What follows belongs to an exercise in optimizing a design on an open flow for a short achievable clock period and few clock cycles; a production flow would make more cautious choices. Only simulation tests tie the RTL to the original design; equivalence was not proved.

**run.sh**
```bash
#!/bin/bash
# synth_recipe.tcl (not shown) runs the flow's synth.tcl, then flattens the netlist and writes it again
# the make line also repeats each setting of config.mk as NAME=value (left out here)
make -C /OpenROAD-flow-scripts/flow DESIGN_CONFIG=/design/flow/config.mk WORK_HOME=/design/flow/orfs CLKGATE_MAP_FILE= SYNTH_SCRIPT=/design/flow/synth_recipe.tcl finish
```
**config.mk**
```make
export PLATFORM = sky130hd
export DESIGN_NAME = uProcessor
export DESIGN_NICKNAME = uProcessor
export VERILOG_FILES = /design/flow/design.v
export SDC_FILE = /design/flow/constraint.sdc
export NUM_CORES = 4
export LEC_CHECK = 0
export CAP_MARGIN = 20
export CORE_MARGIN = 2
export CORE_UTILIZATION = 40
export SLEW_MARGIN = 20
```
**constraint.sdc**
```tcl
create_clock -name core_clock -period 10.0 [get_ports {MAIN_CLK}]
set_input_delay 2.0000 -clock core_clock [delete_from_list [all_inputs] [get_ports {MAIN_CLK}]]
set_output_delay 2.0000 -clock core_clock [all_outputs]
set_load 0.01 [all_outputs]
```
**design.v**
```verilog
`timescale 1 ns / 1 ps
module uProcessor (MAIN_CLK, MAIN_RST, WRITE_DATA_BUS, READ_DATA_BUS, ADDR_BUS, MEM_WR, MEM_RD);
input MAIN_CLK, MAIN_RST;
input [15:0] READ_DATA_BUS;
output [15:0] WRITE_DATA_BUS, ADDR_BUS;
output MEM_WR;
output MEM_RD;
reg [15:0] addr;       
reg        mrd, mwr;   
reg [15:0] wdata;      
reg        ldc, stc;   
reg [15:0] rpc;        
reg [2:0]  ldrd;       
reg        smc;        
reg [15:0] ir;         
reg        irv;        
reg [15:0] r0, r1, r2, r3, r4, r5, r6, r7;
assign ADDR_BUS = addr;
assign MEM_RD = mrd;
assign MEM_WR = mwr;
assign WRITE_DATA_BUS = wdata;
function [15:0] rsel;
	input [2:0] s;
	input [15:0] q0, q1, q2, q3, q4, q5, q6, q7;
	case (s)
		3'd0: rsel = q0;
		3'd1: rsel = q1;
		3'd2: rsel = q2;
		3'd3: rsel = q3;
		3'd4: rsel = q4;
		3'd5: rsel = q5;
		3'd6: rsel = q6;
		default: rsel = q7;
	endcase
endfunction
wire        dcyc = ldc | stc;
wire        xv = irv & ~dcyc;
wire [3:0]  op = ir[15:12];
wire [2:0]  rd = ir[11:9];
wire        fl = ir[8];
wire [15:0] a = rsel(ir[7:5], r0, r1, r2, r3, r4, r5, r6, r7);
wire [15:0] b = rsel(ir[4:2], r0, r1, r2, r3, r4, r5, r6, r7);
wire        op_alu = (op <= 4'd5) | (op >= 4'd9 && op <= 4'd12);
wire        x_li = xv & (op == 4'd8);
wire        x_ld = xv & (op == 4'd6);
wire        x_st = xv & (op == 4'd7);
wire        x_jmp = xv & (op == 4'd13);
wire        x_wr = xv & (op_alu | op == 4'd8);
wire [15:0] sum = a + b;
wire [15:0] diff = a - b;
wire        ltu = a < b;
wire        lts = $signed(a) < $signed(b);
wire        lt = fl ? lts : ltu;
wire        eq = a == b;
wire [15:0] liv = fl ? {ir[7:0], 8'h00} : {8'h00, ir[7:0]};
reg [15:0] xres;
always @(*) begin
	case (op)
		4'd0: xres = sum;
		4'd1: xres = diff;
		4'd2: xres = a | b;
		4'd3: xres = a ^ b;
		4'd4: xres = a & b;
		4'd5: xres = ~a;
		4'd8: xres = liv;
		4'd9: xres = {15'd0, eq};
		4'd10: xres = {15'd0, ~eq};
		4'd11: xres = {15'd0, lt};
		4'd12: xres = {15'd0, ~lt};
		default: xres = 16'd0;
	endcase
end
wire [15:0] w = READ_DATA_BUS;
wire        w_jmp = (w[15:12] == 4'd13);
wire        haz = x_wr & (rd == w[7:5]);
wire        x_add = op == 4'd0;
wire        fwd_ok = ~haz | x_li | x_add;
wire [15:0] fwdv = x_li ? liv : sum;
wire [15:0] wa = rsel(w[7:5], r0, r1, r2, r3, r4, r5, r6, r7);
wire [15:0] ftgt = ~w[8] ? 16'd0 : (haz ? fwdv : wa);
wire        fj = ~dcyc & w_jmp & ~x_ld & ~x_st & ~x_jmp & (~w[8] | fwd_ok);
wire [15:0] ainc = addr + 16'd1;
always @(posedge MAIN_CLK or posedge MAIN_RST) begin
	if (MAIN_RST) begin
		addr <= 16'd0;
		mrd <= 1'b1;
		mwr <= 1'b0;
		wdata <= 16'd0;
		ldc <= 1'b0;
		stc <= 1'b0;
		rpc <= 16'd0;
		ldrd <= 3'd0;
		smc <= 1'b0;
		ir <= 16'd0;
		irv <= 1'b0;
	end else if (dcyc) begin
		addr <= rpc;
		mrd <= 1'b1;
		mwr <= 1'b0;
		ldc <= 1'b0;
		stc <= 1'b0;
		if (stc && smc)
			ir <= wdata;
	end else if (x_jmp) begin
		addr <= fl ? a : 16'd0;
		irv <= 1'b0;
	end else if (x_ld || x_st) begin
		addr <= a;
		wdata <= b;
		mrd <= x_ld;
		mwr <= x_st;
		ldc <= x_ld;
		stc <= x_st;
		rpc <= ainc;
		ldrd <= rd;
		smc <= x_st & (a == addr);
		ir <= w;
		irv <= 1'b1;
	end else if (fj) begin
		addr <= ftgt;
		irv <= 1'b0;
	end else begin
		addr <= ainc;
		ir <= w;
		irv <= 1'b1;
	end
end
wire [15:0] wrv = ldc ? READ_DATA_BUS : xres;
wire [2:0]  wrd = ldc ? ldrd : rd;
wire        we = ldc | x_wr;
always @(posedge MAIN_CLK or posedge MAIN_RST) begin
	if (MAIN_RST) begin
		r0 <= 16'd0; r1 <= 16'd0; r2 <= 16'd0; r3 <= 16'd0;
		r4 <= 16'd0; r5 <= 16'd0; r6 <= 16'd0; r7 <= 16'd0;
	end else if (we) begin
		case (wrd)
			3'd0: r0 <= wrv;
			3'd1: r1 <= wrv;
			3'd2: r2 <= wrv;
			3'd3: r3 <= wrv;
			3'd4: r4 <= wrv;
			3'd5: r5 <= wrv;
			3'd6: r6 <= wrv;
			default: r7 <= wrv;
		endcase
	end
end
endmodule
```
==> run notes <==
-- state kept, by name, indices dropped and copies added (netlist names), 3 cells and up --
| register | count |
|---|---|
| r6 | 16 |
| r1 | 16 |
| ir | 16 |
| rpc | 16 |
| r5 | 16 |
| r2 | 16 |
| r0 | 16 |
| r4 | 16 |
| r3 | 16 |
| addr | 16 |
| ldrd | 3 |
| r7 | 16 |
| wdata | 16 |
-- tightest hold or removal path, delay by kind of cell, from the launching register on --
family,cells,cell delay (ps)
simple gates,1,40
flops,1,350
compound gates,1,60
-- per-stage QoR --
step | utilization, % | area (um^2) | hold slack, ps
2_1_floorplan | - | 14800 | 443
3_3_place_gp | 42.6 | 15600 | 466
5_1_grt | 44.2 | 16200 | 518
3_5_place_dp | 42.6 | 15600 | 470
6_report | 44.2 | 16200 | 486
4_1_cts | 44.2 | 16200 | 492
-- area by class of cell --
type	count	area [um^2]	share of cell area (%)
multi-input combinational	1436	9120	56.3
inverter	56	218	1.34
clock inverter	15	161	0.997
sequential	200	5010	30.9
tap	468	586	3.62
clock buffer	17	425	2.63
timing repair buffer	75	676	4.17
-- metal layers --
| layer | up-vias | GRT usage [%] | wire length (um) |
|---|---|---|---|
| li1 | 6648 | - | - |
| met1 | 7105 | 41.2 | 24700 |
| met2 | 907 | 45.7 | 25200 |
| met3 | 186 | 6.30 | 5470 |
| met4 | 0 | 15.9 | 3020 |
| met5 | - | 0 | 0 |
-- cell usage in the layout (no fill, tap or decap), types with 13 or more instances in the layout --
cell type        count
o211ai_1            13
o22ai_1             24
a22oi_1             22
or2_2               14
mux2_2              25
a211oi_1            16
clkbuf_16           17
a221oi_1            24
mux2i_1             64
a21oi_1            108
clkdlybuf4s50_1     48
o21ai_1             13
inv_1               54
dfrtp_1            196
buf_4               24
o21ai_0            173
nand2b_1            19
ha_1                35
a31oi_1             53
nor2b_1             26
o221ai_1            19
nand2_1            258
and2_1              19
nor2_1             153
xnor2_1             31
nor3_1              19
nand3_1             36
xor2_1              21
o31ai_1             39
-- worst max path at each step --
stage | start | end | slack [ps] | cells after the start
after detailed placement | ir[7]$_DFFE_PP0P_ | r3[11]$_DFFE_PP0P_ | 4190 | 12
after floorplan | MAIN_RST | addr[0]$_DFF_PP0_ | 2550 | 1
after global routing | ir[7]$_DFFE_PP0P_ | r0[13]$_DFFE_PP0P_ | 3690 | 12
after CTS | ir[7]$_DFFE_PP0P_ | r1[11]$_DFFE_PP0P_ | 4200 | 12
after global placement | ir[7]$_DFFE_PP0P_ | r0[11]$_DFFE_PP0P_ | 4260 | 12
final | ir[7]$_DFFE_PP0P_ | r0[13]$_DFFE_PP0P_ | 4000 | 12
-- cells by family after synthesis --
| kind of cell | after synthesis | synth area share [%] |
|---|---|---|
| xor+xnor | 52 | 3.07 |
| flops | 200 | 33.7 |
| mux | 103 | 8.11 |
| buf+inv | 182 | 4.93 |
| simple gates | 607 | 18.5 |
| fa+ha+maj | 35 | 2.95 |
| compound gates | 639 | 28.7 |
==> qor.yml <==
outcome: "complete, no violations"
ios: 52
cp-start-kind: "flip-flop"
drv_slew: 0
place_inst: 2235
num-nets-final: 1839
clk-insertion-delay-late_ps: 480
period_share_pct: 60.0
hold_start: "rpc[1]$_DFFE_PP0P_"
ys_seq_area_share_pct: 33.7
ant_nets: 0
clockRootBuffer: "clkbuf_16"
reg2regPathDepth: 12
r2r_setup_slack_ps: 4000
setup_ws_ps: 4000
setup_viol: 0
avgRoutedWirePerCell_um: 25.7
holdPathEnd: "addr[1]$_DFF_PP0_"
port_buffers: 51
place_congestion: 0.984
synthMostInstantiatedCell: "nand2_1"
clkSinkCount: 200
crit_required_ps: 10320
synth-main-ff-cell: "dfrtp_1"
cp_slowest_cell: "o21ai_0"
area_growth_syn_to_layout_pct: 9.16
fmax_mhz: 167
rsz0062_at_grt: "no"
dieArea_um2: 38600
grt_pass1_wl_mm: 88.8
worst_slew_pin_slew_ps: 1140
cap_violations: 0
yosysTopAreaCellShare_pct: 33.6
antenna_found_initial: 0
viasPerCell: 6.55
overflow: 0
ys_top_cells_by_area: "dfrtp_1 (34%), nand2_1 (6.5%), o21ai_0 (5.8%)"
critPathBufInv: 1
hold_path_class: "flip-flop to flip-flop"
synth.avg_cell_area_um2: 8.16
hold_viol: 0
cts_max_level: 4
rr_startpoint: "ir[7]$_DFFE_PP0P_"
ctsResizeCount: 0
min_path_cells: 2
async_reset_ff_share_pct: 100
netlist-cell-type-count: 82
dp_hpwl_mm: 41.7
die-height_um: 197
synth_nets: 1871
dieWidth_um: 197
vias: 14800
dp_slack_ps: 4190
synth_top_cell_by_area: "dfrtp_1"
cp_cell_sequence: "nand3_1 > o21ai_0 > inv_1 > ha_1 > nor2_1 > a2bb2oi_1 > a41oi_1 > o2111ai_1 > and4_1 > o211a_1 > a211oi_2 > a21oi_1"
yosysWarnings: 1
track_usage_pct: 30.4
max_stage_delay_ps: 1060
syn_inst: 1818
drt-pass1-iter-count: 8
yosys-top-cells-count: "nand2_1 (258), dfrtp_1 (199), o21ai_0 (173)"
routed_wl_mm: 58.3
rows: 70
worstSetupEndpointType: "flip-flop"
grt_start_max_net_pins: 79
final.fill_count: 3697
diodes: 0
synth_edf_count: 0
core_um2: 36600
hold_buffers: 0
clk_pin_slew_worst_paths_ps: 80
cts_made_buffers: 17
finalClockSkew_ps: 16.1
worst_r2r_endpoint: "r0[13]$_DFFE_PP0P_"
netlist_area_um2: 14800
synth-seq-cells: 200
cp_max_fo: 36
cts_setup_buffers: 0
cts_buffer_depth: 2
finalCriticalPeriod_ps: 6000
start_util_pct: 40.5
fin_cells: 2267
critical-path-top-delay-family: "compound AO/OA/AOI/OAI gates"
tns_ps: 0
cts_tree: "yes"
arrival_ps: 6330
max_slew_margin_pct: 23.2
drc: 0
drt-initial-drc-count: 1903
layout-drive-gt1-share_pct: 7.34
grt_pass1_vias: 14200
crit_type: "flip-flop to flip-flop"
Testbench counts, summed over its fixed seeds: cycles 25,052.

[static timing again, ports no longer ideal]
Ports are ideal in the flow. The routed layout listed here was re-timed in OpenROAD.
Step 1 (the two cells are an assumption about what drives the block):
set clk [get_ports {MAIN_CLK}]
set_driving_cell -lib_cell sky130_fd_sc_hd__clkbuf_16 $clk
set_driving_cell -lib_cell sky130_fd_sc_hd__buf_2 [delete_from_list [all_inputs] $clk]
Step 2 adds t to the input delays and takes it off the output delays; t is the mean of the earliest and latest rising clock arrival at the registers after step 1. Input paths then give back, and output paths get back, about the clock's delay inside the block.
Slacks: no drivers / after step 1 / after step 2; pairs: no drivers / after step 1.
t, ns: 0.525
setup WS [ns]: 3.995 / 3.995 / 3.995
clock arrival spread, ns: 0.016 / 0.016
After both steps setup and hold are still met in this run. The setup slack of this run moves by 0.000 ns with the drivers and by 0.000 ns with both steps.
